This design comes from an exercise in tuning for small area, a short achievable clock period and few clock cycles per item on the open sky130 flow, not from production work. RTL that was checked went through simulation tests only; none was proved equivalent to the original.

## lane 1
==> flow/design.v <==
module absdiff (
	input  wire [30:0] x,
	input  wire [30:0] y,
	output wire [30:0] d,
	output wire        xgty,
	output wire        xeqy
);
localparam N = 31;
localparam L = 5;
wire [N-1:0] p0 = ~(x ^ y);
wire [N-1:0] g0 = x & ~y;
reg [N-1:0] G;
reg [N-1:0] P;
reg [N-1:0] c;
integer l, i;
always @* begin
	G = g0;
	P = p0;
	for (l = 0; l < L; l = l + 1)
		for (i = 0; i < N; i = i + 1)
			if ((i >> l) & 1) begin
				G[i] = G[i] | (P[i] & G[((i >> l) << l) - 1]);
				P[i] = P[i] & P[((i >> l) << l) - 1];
			end
	c[0] = G[N-1];
	for (i = 1; i < N; i = i + 1)
		c[i] = G[i-1] | (P[i-1] & G[N-1]);
end
wire gall = G[N-1];
assign d    = p0 ^ c ^ {N{~gall}};
assign xgty = gall;
assign xeqy = P[N-1];
endmodule
module top(
		input wire [31:0] opa,
		input wire [31:0] opb,
		input wire start,
		input wire rst,
		input wire clk,
		output reg done,
		output reg [31:0] result
);
reg        busy;
reg        zf;      
reg        zbp;     
reg        gy;      
reg  [4:0] k;
reg [31:0] a;
reg [31:0] b;
wire        xgty;
wire        xeqy;
wire [30:0] dh;
wire [30:0] xh = a[31:1] & {31{b[0]}};
wire [30:0] yh = b[31:1] & {31{gy}};
absdiff u_absdiff(.x(xh), .y(yh), .d(dh), .xgty(xgty), .xeqy(xeqy));
wire eqt = xeqy & a[0] & b[0];
wire b1  = (b == 32'd1);    
wire fin = zf | eqt | b1;
wire kz  = (k == 5'd0);
always @* begin
	done   = busy & fin & kz;
	result = b;
end
wire accept = start & (~busy | done);
wire [2:0] tz = xh[2:0] ^ yh[2:0];
reg  [30:0] ds;
always @* begin
	if (tz[0])      ds = dh;
	else if (tz[1]) ds = {1'b0, dh[30:1]};
	else if (tz[2]) ds = {2'b0, dh[30:2]};
	else            ds = {3'b0, dh[30:3]};
end
wire opaz = (opa == 32'd0);
wire opbz = (opb == 32'd0);
reg  [4:0] kin;
wire [31:0] oab = opa | opb;
integer i;
always @* begin
	kin = 5'd0;
	for (i = 31; i >= 0; i = i - 1)
		if (oab[i]) kin = i[4:0];
	if (opaz || opbz) kin = 5'd0;
end
always @(posedge clk or negedge rst) begin
	if (~rst) begin
		busy <= 1'b0;
	end else begin
		busy <= start | (busy & ~done);
	end
end
wire zfn = accept ? opaz : (fin | zbp);
wire an0 = accept ? opa[0] : ((|tz) | dh[3]);
wire bn0 = accept ? opb[0] : (~fin & (xgty ? b[0] : a[0]));
always @(posedge clk) begin
	zf  <= zfn;
	gy  <= (an0 | ~bn0) & ~zfn;
	zbp <= accept & opbz;
	if (accept) begin
		a <= opa;
		b <= opb;
		k <= kin;
	end else begin
		a <= {1'b0, ds};
		if (fin) begin
			b <= {b[30:0], 1'b0};
			k <= k - 5'd1;
		end else if (~xgty)
			b <= a;
	end
end
endmodule
clock: 7.0 ns
lec_check: 0
cap_margin: 20
core_margin: 2
core_utilization: 40
setup_slack_margin: 2.5
slew_margin: 20
standard.sh (not shown) runs the stock make flow with config.mk's settings and CLKGATE_MAP_FILE= SYNTH_SCRIPT=/design/flow/synth_recipe.tcl, a recipe that flattens the netlist after the stock synthesis.
==> flow/flow/run.sh <==
#!/bin/bash
# Standard layout, with plain buf_1 cells as the port buffers.
set -euo pipefail
export BUFFER_PORTS_ARGS="-buffer_cell sky130_fd_sc_hd__buf_1"
bash standard.sh > standard.log 2>&1
Testbench counts of lane 1, summed over its fixed seeds: cycles 51,745, items 2,400.
Input changes introduced in lane 2 (baseline for comparison: lane 1):
--- a/flow/design.v
+++ b/flow/design.v
@@ -9,27 +9,27 @@
 localparam L = 5;
 wire [N-1:0] p0 = ~(x ^ y);
 wire [N-1:0] g0 = x & ~y;
-reg [N-1:0] G;
-reg [N-1:0] P;
+reg [N-1:0] G, P, Gn, Pn;
 reg [N-1:0] c;
 integer l, i;
 always @* begin
 	G = g0;
 	P = p0;
-	for (l = 0; l < L; l = l + 1)
-		for (i = 0; i < N; i = i + 1)
-			if ((i >> l) & 1) begin
-				G[i] = G[i] | (P[i] & G[((i >> l) << l) - 1]);
-				P[i] = P[i] & P[((i >> l) << l) - 1];
-			end
-	c[0] = G[N-1];
-	for (i = 1; i < N; i = i + 1)
-		c[i] = G[i-1] | (P[i-1] & G[N-1]);
+	for (l = 0; l < L; l = l + 1) begin
+		for (i = 0; i < N; i = i + 1) begin
+			Gn[i] = G[i] | (P[i] & G[(i + N - (1 << l)) % N]);
+			Pn[i] = P[i] & P[(i + N - (1 << l)) % N];
+		end
+		G = Gn;
+		P = Pn;
+	end
+	for (i = 0; i < N; i = i + 1)
+		c[i] = G[(i + N - 1) % N];
 end
-wire gall = G[N-1];
+wire gall = c[0];
 assign d    = p0 ^ c ^ {N{~gall}};
 assign xgty = gall;
-assign xeqy = P[N-1];
+assign xeqy = P[0];
 endmodule
 module top(
 		input wire [31:0] opa,
@@ -43,7 +43,6 @@
 reg        busy;
 reg        zf;      
 reg        zbp;     
-reg        gy;      
 reg  [4:0] k;
 reg [31:0] a;
 reg [31:0] b;
@@ -51,11 +50,10 @@
 wire        xeqy;
 wire [30:0] dh;
 wire [30:0] xh = a[31:1] & {31{b[0]}};
-wire [30:0] yh = b[31:1] & {31{gy}};
+wire [30:0] yh = b[31:1] & {31{(a[0] | ~b[0]) & ~zf}};
 absdiff u_absdiff(.x(xh), .y(yh), .d(dh), .xgty(xgty), .xeqy(xeqy));
 wire eqt = xeqy & a[0] & b[0];
-wire b1  = (b == 32'd1);    
-wire fin = zf | eqt | b1;
+wire fin = zf | eqt;
 wire kz  = (k == 5'd0);
 always @* begin
 	done   = busy & fin & kz;
@@ -88,12 +86,8 @@
 		busy <= start | (busy & ~done);
 	end
 end
-wire zfn = accept ? opaz : (fin | zbp);
-wire an0 = accept ? opa[0] : ((|tz) | dh[3]);
-wire bn0 = accept ? opb[0] : (~fin & (xgty ? b[0] : a[0]));
 always @(posedge clk) begin
-	zf  <= zfn;
-	gy  <= (an0 | ~bn0) & ~zfn;
+	zf  <= accept ? opaz : (fin | zbp);
 	zbp <= accept & opbz;
 	if (accept) begin
 		a <= opa;
- Re xor-xnor portion of the synthesized cell area: lane 2 and lane 1 aren't equal, and the lower value belongs to lane 1.
- Where global-route wire length before repair is concerned, lane 1 is better than lane 2.
- Number of global-route vias before repair up about 20% in lane 2 wrt lane 1
- In the reports for lane 2 and lane 1, the smaller design area belongs to lane 1.
- When lane 2 is set beside lane 1, its count of clock tree sinks turns out to be about 1.4% smaller.
- Taking lane 1 as the reference, in lane 2 compound-gate portion of the synthesized area up 3.2 points; number of tap cells inserted up 45; synthesized instance count up 19%; post-CTS resize count up 29; mean number of vias per cell up 6.0%.
- Dominant combinational cell family by area after synthesis = compound AO/OA/AOI/OAI gates: lane 2; dominant combinational cell family by area after synthesis = simple AND/OR/NAND/NOR gates: lane 1
- The higher area of the mapped netlist of lane 2 and lane 1 is in lane 2.
- Compare lane 2 and lane 1 | placement-stage cell area higher: lane 2
Function not checked in lane 2: the RTL went through the layout flow alone.

==> afterwards: timing with drivers on the ports <==
The flow's constraints put no driver on any port. The routed layouts listed below were extracted and timed again, unchanged, in two steps. Step 1 sets driving cells, clkbuf_16 on the clock port and buf_2 on the other inputs (assumed; they add their load-dependent delay and slew). Step 2 moves the port delays by t, midway between the first and last clock arrival at a register: inputs arrive t later, outputs are due t later. That takes back most of the time a late clock gives input paths. Three values: ideal ports, drivers, drivers and shift; two values: the first two.
| run | t, ns | slack for setup (ns) | worst hold slack (ns) | pins driven straight from the clock port |
|---|---|---|---|---|
| lane 1 | 0.392 | 2.566 / 2.520 / 2.699 | 0.481 / 0.481 / 0.481 | 1 |
| lane 2 | 0.399 | 2.464 / 2.417 / 2.683 | 0.485 / 0.485 / 0.485 | 1 |
After both steps every run listed still meets setup and hold.
